From an optimization exercise on the open Yosys and OpenROAD flow, aimed at small area and a short achievable clock period; shortcuts taken in it are not production practice.
RTL that was checked went through simulation tests only; none was proved equivalent to the original.
Power and IR drop assume default switching activity.

==> run a: inputs <==
// PE
module PE(
    input wire CLK,
    input wire RESET,
    input wire EN,
    input wire SELECTOR,
    input wire W_EN,
    input wire signed [7:0] active_left,
    output reg signed [7:0] active_right,
    input wire signed [15:0] in_sum,
    output reg signed [15:0] out_sum,
    input wire signed [7:0] in_weight_above,
    output wire signed [7:0] out_weight_below
    );
    reg signed [7:0] weight_1;
    reg signed [7:0] weight_2;
    wire en_n, en_n_lo, en_n_hi;
    pe_inv u_enn (.a(EN), .y(en_n));
    pe_inv u_ennl (.a(EN), .y(en_n_lo));
    pe_inv u_ennh (.a(EN), .y(en_n_hi));
    wire sel_n, sel_n_w;
    pe_inv u_seln (.a(SELECTOR), .y(sel_n));
    pe_inv u_selnw (.a(SELECTOR), .y(sel_n_w));
    wire ld1 = EN & W_EN & SELECTOR;
    wire ld2 = EN & W_EN & ~SELECTOR;
    wire ld1_n = ~ld1;
    wire ld2_n = ~ld2;
    wire [7:0] w_use, ar_d, w1_d, w2_d, wb;
    wire [15:0] s_in;
    genvar gi;
    generate for (gi = 0; gi < 8; gi = gi + 1) begin : byte_sel
        pe_ao22 u_wu (.a1(SELECTOR), .a2(weight_2[gi]), .b1(sel_n_w), .b2(weight_1[gi]), .x(w_use[gi]));
        pe_ao22 u_ar (.a1(EN), .a2(active_left[gi]), .b1(en_n), .b2(active_right[gi]), .x(ar_d[gi]));
  ...
export LEC_CHECK = 0
export CAP_MARGIN = 20
export CORE_MARGIN = 2
export CORE_UTILIZATION = 70
export GPL_TIMING_DRIVEN = 0
export SETUP_SLACK_MARGIN = 0.7
export SLEW_MARGIN = 20
export SYNTH_HIERARCHICAL = 1
create_clock -name core_clock -period 5.5 [get_ports {CLK}]
standard.sh (not shown) runs the stock make flow with config.mk's settings and CLKGATE_MAP_FILE= SYNTH_SCRIPT=/design/flow/synth_recipe.tcl, a recipe that flattens the netlist after the stock synthesis.
==> flow/flow/run.sh <==
#!/bin/bash
# Standard layout with two changes: the port buffers are the smallest buffer
# cell, and clock tree synthesis inserts no dummy loads.
set -euo pipefail
export BUFFER_PORTS_ARGS="-buffer_cell sky130_fd_sc_hd__buf_1"
export CTS_ARGS="-sink_clustering_enable -repair_clock_nets -dont_use_dummy_load"
bash standard.sh finish > flow_standard.log 2>&1
==> inputs of run b, as changes to run a <==
- CORE_UTILIZATION: 70 -> 50
==> impl_metrics.csv <==
group,metric,value,unit
grt,grt_pass1_wl,12.80,mm
grt,grt_use_met3,4.472,%
floorplanning,dieArea,5555,µm²
floorplanning,taps,67,
final_layout,finish.utilization,83.21,%
outcome,status,"complete, no violations",
(the above is from run a)
==> impl_metrics.csv <==
group,metric,value,unit
grt,grt_pass1_wl,12.84,mm
routing,drt_iter0_drc,141,
logic_synthesis,synth_compound_area_share,25.87,%
logic_synthesis,muxShareOfSynthArea,0,%
final_layout,finish.utilization,60.30,%
floorplanning,taps,80,
outcome,status,"complete, no violations",
final_layout,seq_cell_count,40,
sta,setup_ws,809.6,ps
critical_path,r2r-end,"out_sum[14]",
grt,grt_use_met3,3.318,%
power,p_sw_share,44.62,%
floorplanning,dieArea,7648,µm²
(the above is from run b)

---

==> branch umber <==
Another version of the RTL of PE (not shown whole).
==> flow/config.mk <==
export PLATFORM = sky130hd
export DESIGN_NAME = PE
export DESIGN_NICKNAME = PE
export VERILOG_FILES = /design/flow/design.v
export SDC_FILE = /design/flow/constraint.sdc
export NUM_CORES = 4
export LEC_CHECK = 0
export CAP_MARGIN = 20
export CORE_MARGIN = 2
export CORE_UTILIZATION = 65
export GPL_TIMING_DRIVEN = 0
export SETUP_SLACK_MARGIN = 0.5
export SLEW_MARGIN = 20
export SYNTH_HIERARCHICAL = 1
==> flow/constraint.sdc <==
create_clock -name core_clock -period 5.5 [get_ports {CLK}]
set_input_delay 1.1000 -clock core_clock [delete_from_list [all_inputs] [get_ports {CLK}]]
set_output_delay 1.1000 -clock core_clock [all_outputs]
set_load 0.01 [all_outputs]
Scripts as last shown in full above: flow/flow/run.sh
==> branch juniper (differences from branch umber) <==
--- a/flow/design.v
+++ b/flow/design.v
@@ -343,71 +343,72 @@
     pe_fa u_x242 (.a(rx[2]), .b(ry[2]), .ci(rc238), .s(t240), .co(rc241));
     assign sum[2] = t240;
     wire t243, rc244;
     pe_fa u_x245 (.a(rx[3]), .b(ry[3]), .ci(rc241), .s(t243), .co(rc244));
     assign sum[3] = t243;
-    wire t246, rc247;
-    pe_fa u_x248 (.a(rx[4]), .b(ry[4]), .ci(rc244), .s(t246), .co(rc247));
-    assign sum[4] = t246;
+    wire g4, p4;
+    pe_ha u_x246 (.a(rx[4]), .b(ry[4]), .s(p4), .co(g4));
     wire g5, p5;
-    pe_ha u_x249 (.a(rx[5]), .b(ry[5]), .s(p5), .co(g5));
+    pe_ha u_x247 (.a(rx[5]), .b(ry[5]), .s(p5), .co(g5));
     wire g6, p6;
-    pe_ha u_x250 (.a(rx[6]), .b(ry[6]), .s(p6), .co(g6));
+    pe_ha u_x248 (.a(rx[6]), .b(ry[6]), .s(p6), .co(g6));
     wire g7, p7;
-    pe_ha u_x251 (.a(rx[7]), .b(ry[7]), .s(p7), .co(g7));
+    pe_ha u_x249 (.a(rx[7]), .b(ry[7]), .s(p7), .co(g7));
     wire g8, p8;
-    pe_ha u_x252 (.a(rx[8]), .b(ry[8]), .s(p8), .co(g8));
+    pe_ha u_x250 (.a(rx[8]), .b(ry[8]), .s(p8), .co(g8));
     wire g9, p9;
-    pe_ha u_x253 (.a(rx[9]), .b(ry[9]), .s(p9), .co(g9));
+    pe_ha u_x251 (.a(rx[9]), .b(ry[9]), .s(p9), .co(g9));
     wire g10, p10;
-    pe_ha u_x254 (.a(rx[10]), .b(ry[10]), .s(p10), .co(g10));
+    pe_ha u_x252 (.a(rx[10]), .b(ry[10]), .s(p10), .co(g10));
     wire g11, p11;
-    pe_ha u_x255 (.a(rx[11]), .b(ry[11]), .s(p11), .co(g11));
+    pe_ha u_x253 (.a(rx[11]), .b(ry[11]), .s(p11), .co(g11));
     wire g12, p12;
-    pe_ha u_x256 (.a(rx[12]), .b(ry[12]), .s(p12), .co(g12));
+    pe_ha u_x254 (.a(rx[12]), .b(ry[12]), .s(p12), .co(g12));
     wire g13, p13;
-    pe_ha u_x257 (.a(rx[13]), .b(ry[13]), .s(p13), .co(g13));
+    pe_ha u_x255 (.a(rx[13]), .b(ry[13]), .s(p13), .co(g13));
     wire g14, p14;
-    pe_ha u_x258 (.a(rx[14]), .b(ry[14]), .s(p14), .co(g14));
+    pe_ha u_x256 (.a(rx[14]), .b(ry[14]), .s(p14), .co(g14));
     wire g15, p15;
-    pe_ha u_x259 (.a(rx[15]), .b(ry[15]), .s(p15), .co(g15));
-    wire G260 = g5 | (p5 & rc247);
-    wire G261 = g7 | (p7 & g6);
-    wire P262 = p7 & p6;
-    wire G263 = g9 | (p9 & g8);
-    wire P264 = p9 & p8;
-    wire G265 = g11 | (p11 & g10);
-    wire P266 = p11 & p10;
-    wire G267 = g13 | (p13 & g12);
-    wire P268 = p13 & p12;
-    wire G269 = g15 | (p15 & g14);
-    wire P270 = p15 & p14;
-    wire G271 = G261 | (P262 & G260);
-    wire G272 = G265 | (P266 & G263);
-    wire P273 = P266 & P264;
-    wire G274 = G269 | (P270 & G267);
-    wire P275 = P270 & P268;
-    wire G276 = G272 | (P273 & G271);
-    wire G277 = G274 | (P275 & G276);
-    wire G278 = G263 | (P264 & G271);
-    wire G279 = G267 | (P268 & G276);
-    wire G280 = g6 | (p6 & G260);
-    wire G281 = g8 | (p8 & G271);
-    wire G282 = g10 | (p10 & G278);
-    wire G283 = g12 | (p12 & G276);
-    wire G284 = g14 | (p14 & G279);
-    pe_xor2 u_x285 (.a(p5), .b(rc247), .y(sum[5]));
-    pe_xor2 u_x286 (.a(p6), .b(G260), .y(sum[6]));
-    pe_xor2 u_x287 (.a(p7), .b(G280), .y(sum[7]));
-    pe_xor2 u_x288 (.a(p8), .b(G271), .y(sum[8]));
-    pe_xor2 u_x289 (.a(p9), .b(G281), .y(sum[9]));
-    pe_xor2 u_x290 (.a(p10), .b(G278), .y(sum[10]));
-    pe_xor2 u_x291 (.a(p11), .b(G282), .y(sum[11]));
-    pe_xor2 u_x292 (.a(p12), .b(G276), .y(sum[12]));
-    pe_xor2 u_x293 (.a(p13), .b(G283), .y(sum[13]));
-    pe_xor2 u_x294 (.a(p14), .b(G279), .y(sum[14]));
-    pe_xnor2 u_x295 (.a(p15), .b(G284), .y(sum[15]));
+    pe_ha u_x257 (.a(rx[15]), .b(ry[15]), .s(p15), .co(g15));
+    wire G258 = g4 | (p4 & rc244);
+    wire G259 = g6 | (p6 & g5);
+    wire P260 = p6 & p5;
+    wire G261 = g8 | (p8 & g7);
+    wire P262 = p8 & p7;
+    wire G263 = g10 | (p10 & g9);
+    wire P264 = p10 & p9;
+    wire G265 = g12 | (p12 & g11);
+    wire P266 = p12 & p11;
+    wire G267 = g14 | (p14 & g13);
+    wire P268 = p14 & p13;
+    wire G269 = G259 | (P260 & G258);
+    wire G270 = G263 | (P264 & G261);
+    wire P271 = P264 & P262;
+    wire G272 = G267 | (P268 & G265);
+    wire P273 = P268 & P266;
+    wire G274 = G270 | (P271 & G269);
+    wire G275 = G272 | (P273 & G274);
+    wire G276 = G261 | (P262 & G269);
+    wire G277 = G265 | (P266 & G274);
+    wire G278 = g5 | (p5 & G258);
+    wire G279 = g7 | (p7 & G269);
+    wire G280 = g9 | (p9 & G276);
+    wire G281 = g11 | (p11 & G274);
+    wire G282 = g13 | (p13 & G277);
+    wire G283 = g15 | (p15 & G275);
+    pe_xor2 u_x284 (.a(p4), .b(rc244), .y(sum[4]));
+    pe_xor2 u_x285 (.a(p5), .b(G258), .y(sum[5]));
+    pe_xor2 u_x286 (.a(p6), .b(G278), .y(sum[6]));
+    pe_xor2 u_x287 (.a(p7), .b(G269), .y(sum[7]));
+    pe_xor2 u_x288 (.a(p8), .b(G279), .y(sum[8]));
+    pe_xor2 u_x289 (.a(p9), .b(G276), .y(sum[9]));
+    pe_xor2 u_x290 (.a(p10), .b(G280), .y(sum[10]));
+    pe_xor2 u_x291 (.a(p11), .b(G274), .y(sum[11]));
+    pe_xor2 u_x292 (.a(p12), .b(G281), .y(sum[12]));
+    pe_xor2 u_x293 (.a(p13), .b(G277), .y(sum[13]));
+    pe_xor2 u_x294 (.a(p14), .b(G282), .y(sum[14]));
+    pe_xnor2 u_x295 (.a(p15), .b(G275), .y(sum[15]));
     always @(negedge RESET or posedge CLK) begin
         if (~RESET) begin
             out_sum <= 0;
             active_right <= 0;
             weight_1 <= 0;
--- a/flow/config.mk
+++ b/flow/config.mk
@@ -6,9 +6,11 @@
 export NUM_CORES = 4
 export LEC_CHECK = 0
 export CAP_MARGIN = 20
 export CORE_MARGIN = 2
 export CORE_UTILIZATION = 65
+export CTS_CLUSTER_DIAMETER = 100
+export CTS_CLUSTER_SIZE = 20
 export GPL_TIMING_DRIVEN = 0
 export SETUP_SLACK_MARGIN = 0.5
 export SLEW_MARGIN = 20
 export SYNTH_HIERARCHICAL = 1
==> branch cedar (differences from branch umber) <==
--- a/flow/design.v
+++ b/flow/design.v
@@ -346,68 +346,63 @@
     pe_fa u_x245 (.a(rx[3]), .b(ry[3]), .ci(rc241), .s(t243), .co(rc244));
     assign sum[3] = t243;
     wire t246, rc247;
     pe_fa u_x248 (.a(rx[4]), .b(ry[4]), .ci(rc244), .s(t246), .co(rc247));
     assign sum[4] = t246;
-    wire g5, p5;
-    pe_ha u_x249 (.a(rx[5]), .b(ry[5]), .s(p5), .co(g5));
+    wire t249, rc250;
+    pe_fa u_x251 (.a(rx[5]), .b(ry[5]), .ci(rc247), .s(t249), .co(rc250));
+    assign sum[5] = t249;
     wire g6, p6;
-    pe_ha u_x250 (.a(rx[6]), .b(ry[6]), .s(p6), .co(g6));
+    pe_ha u_x252 (.a(rx[6]), .b(ry[6]), .s(p6), .co(g6));
     wire g7, p7;
-    pe_ha u_x251 (.a(rx[7]), .b(ry[7]), .s(p7), .co(g7));
+    pe_ha u_x253 (.a(rx[7]), .b(ry[7]), .s(p7), .co(g7));
     wire g8, p8;
-    pe_ha u_x252 (.a(rx[8]), .b(ry[8]), .s(p8), .co(g8));
+    pe_ha u_x254 (.a(rx[8]), .b(ry[8]), .s(p8), .co(g8));
     wire g9, p9;
-    pe_ha u_x253 (.a(rx[9]), .b(ry[9]), .s(p9), .co(g9));
+    pe_ha u_x255 (.a(rx[9]), .b(ry[9]), .s(p9), .co(g9));
     wire g10, p10;
-    pe_ha u_x254 (.a(rx[10]), .b(ry[10]), .s(p10), .co(g10));
+    pe_ha u_x256 (.a(rx[10]), .b(ry[10]), .s(p10), .co(g10));
     wire g11, p11;
-    pe_ha u_x255 (.a(rx[11]), .b(ry[11]), .s(p11), .co(g11));
+    pe_ha u_x257 (.a(rx[11]), .b(ry[11]), .s(p11), .co(g11));
     wire g12, p12;
-    pe_ha u_x256 (.a(rx[12]), .b(ry[12]), .s(p12), .co(g12));
+    pe_ha u_x258 (.a(rx[12]), .b(ry[12]), .s(p12), .co(g12));
     wire g13, p13;
-    pe_ha u_x257 (.a(rx[13]), .b(ry[13]), .s(p13), .co(g13));
+    pe_ha u_x259 (.a(rx[13]), .b(ry[13]), .s(p13), .co(g13));
     wire g14, p14;
-    pe_ha u_x258 (.a(rx[14]), .b(ry[14]), .s(p14), .co(g14));
+    pe_ha u_x260 (.a(rx[14]), .b(ry[14]), .s(p14), .co(g14));
     wire g15, p15;
-    pe_ha u_x259 (.a(rx[15]), .b(ry[15]), .s(p15), .co(g15));
-    wire G260 = g5 | (p5 & rc247);
-    wire G261 = g7 | (p7 & g6);
-    wire P262 = p7 & p6;
-    wire G263 = g9 | (p9 & g8);
-    wire P264 = p9 & p8;
-    wire G265 = g11 | (p11 & g10);
-    wire P266 = p11 & p10;
-    wire G267 = g13 | (p13 & g12);
-    wire P268 = p13 & p12;
-    wire G269 = g15 | (p15 & g14);
-    wire P270 = p15 & p14;
-    wire G271 = G261 | (P262 & G260);
-    wire G272 = G265 | (P266 & G263);
-    wire P273 = P266 & P264;
-    wire G274 = G269 | (P270 & G267);
-    wire P275 = P270 & P268;
-    wire G276 = G272 | (P273 & G271);
-    wire G277 = G274 | (P275 & G276);
-    wire G278 = G263 | (P264 & G271);
-    wire G279 = G267 | (P268 & G276);
-    wire G280 = g6 | (p6 & G260);
-    wire G281 = g8 | (p8 & G271);
-    wire G282 = g10 | (p10 & G278);
-    wire G283 = g12 | (p12 & G276);
-    wire G284 = g14 | (p14 & G279);
-    pe_xor2 u_x285 (.a(p5), .b(rc247), .y(sum[5]));
-    pe_xor2 u_x286 (.a(p6), .b(G260), .y(sum[6]));
-    pe_xor2 u_x287 (.a(p7), .b(G280), .y(sum[7]));
-    pe_xor2 u_x288 (.a(p8), .b(G271), .y(sum[8]));
-    pe_xor2 u_x289 (.a(p9), .b(G281), .y(sum[9]));
-    pe_xor2 u_x290 (.a(p10), .b(G278), .y(sum[10]));
-    pe_xor2 u_x291 (.a(p11), .b(G282), .y(sum[11]));
-    pe_xor2 u_x292 (.a(p12), .b(G276), .y(sum[12]));
-    pe_xor2 u_x293 (.a(p13), .b(G283), .y(sum[13]));
-    pe_xor2 u_x294 (.a(p14), .b(G279), .y(sum[14]));
-    pe_xnor2 u_x295 (.a(p15), .b(G284), .y(sum[15]));
+    pe_ha u_x261 (.a(rx[15]), .b(ry[15]), .s(p15), .co(g15));
+    wire G262 = g6 | (p6 & rc250);
+    wire G263 = g8 | (p8 & g7);
+    wire P264 = p8 & p7;
+    wire G265 = g10 | (p10 & g9);
+    wire P266 = p10 & p9;
+    wire G267 = g12 | (p12 & g11);
+    wire P268 = p12 & p11;
+    wire G269 = g14 | (p14 & g13);
+    wire P270 = p14 & p13;
+    wire G271 = G263 | (P264 & G262);
+    wire G272 = G267 | (P268 & G265);
+    wire P273 = P268 & P266;
+    wire G274 = G272 | (P273 & G271);
+    wire G275 = G265 | (P266 & G271);
+    wire G276 = G269 | (P270 & G274);
+    wire G277 = g7 | (p7 & G262);
+    wire G278 = g9 | (p9 & G271);
+    wire G279 = g11 | (p11 & G275);
+    wire G280 = g13 | (p13 & G274);
+    wire G281 = g15 | (p15 & G276);
+    pe_xor2 u_x282 (.a(p6), .b(rc250), .y(sum[6]));
+    pe_xor2 u_x283 (.a(p7), .b(G262), .y(sum[7]));
+    pe_xor2 u_x284 (.a(p8), .b(G277), .y(sum[8]));
+    pe_xor2 u_x285 (.a(p9), .b(G271), .y(sum[9]));
+    pe_xor2 u_x286 (.a(p10), .b(G278), .y(sum[10]));
+    pe_xor2 u_x287 (.a(p11), .b(G275), .y(sum[11]));
+    pe_xor2 u_x288 (.a(p12), .b(G279), .y(sum[12]));
+    pe_xor2 u_x289 (.a(p13), .b(G274), .y(sum[13]));
+    pe_xor2 u_x290 (.a(p14), .b(G280), .y(sum[14]));
+    pe_xnor2 u_x291 (.a(p15), .b(G276), .y(sum[15]));
     always @(negedge RESET or posedge CLK) begin
         if (~RESET) begin
             out_sum <= 0;
             active_right <= 0;
             weight_1 <= 0;
==> run notes <==
Of branch juniper and branch umber, branch umber has the higher sequential share of layout area (gap 0.29 points). In branch juniper the worst hold slack is worse than in branch umber, by 2.3 ps. The lowest area after synthesis belongs to branch umber, the highest to branch juniper. Total power: branch juniper > branch cedar > branch umber. In register-to-register slack, branch cedar and branch umber hardly differ. Between branch umber and branch cedar, the lower critical path depth is in branch umber (gap 1). The highest non-clock buffer count belongs to branch juniper, the lowest to branch cedar. Global-route usage: branch umber < branch cedar < branch juniper.
No run of this note included a check of the RTL's function; only the layout flow was run.

what the ideal ports hide:
Ports are ideal in the flow. The routed layouts listed here were re-timed in OpenROAD. Step 1 sets driving cells, clkbuf_16 on the clock port and buf_2 on the other inputs (assumed; they add their load-dependent delay and slew). Step 2 moves the port delays by t, midway between the first and last clock arrival at a register: inputs arrive t later, outputs are due t later. That takes back most of the time a late clock gives input paths. a / b / c = ideal / step 1 / step 2; a / b = the first two.
| run | t, ns | slack for setup (ns) | latest minus earliest clock arrival (ns) | worst slew at a driven data input, ns |
|---|---|---|---|---|
| run a | 0.315 | 0.800 / 0.790 / 0.475 | 0.012 / 0.012 | 0.04 |
| run b | 0.323 | 0.810 / 0.786 / 0.463 | 0.019 / 0.020 | 0.05 |
| branch umber | 0.315 | 0.657 / 0.621 / 0.307 | 0.019 / 0.019 | 0.07 |
| branch juniper | 0.316 | 0.734 / 0.709 / 0.393 | 0.019 / 0.018 | 0.05 |
| branch cedar | 0.317 | 0.634 / 0.593 / 0.277 | 0.020 / 0.021 | 0.06 |
After both steps every run listed still meets setup and hold. For branch cedar, which loses most, drivers alone change the setup slack by -0.041 ns; drivers and shift together by -0.357 ns.
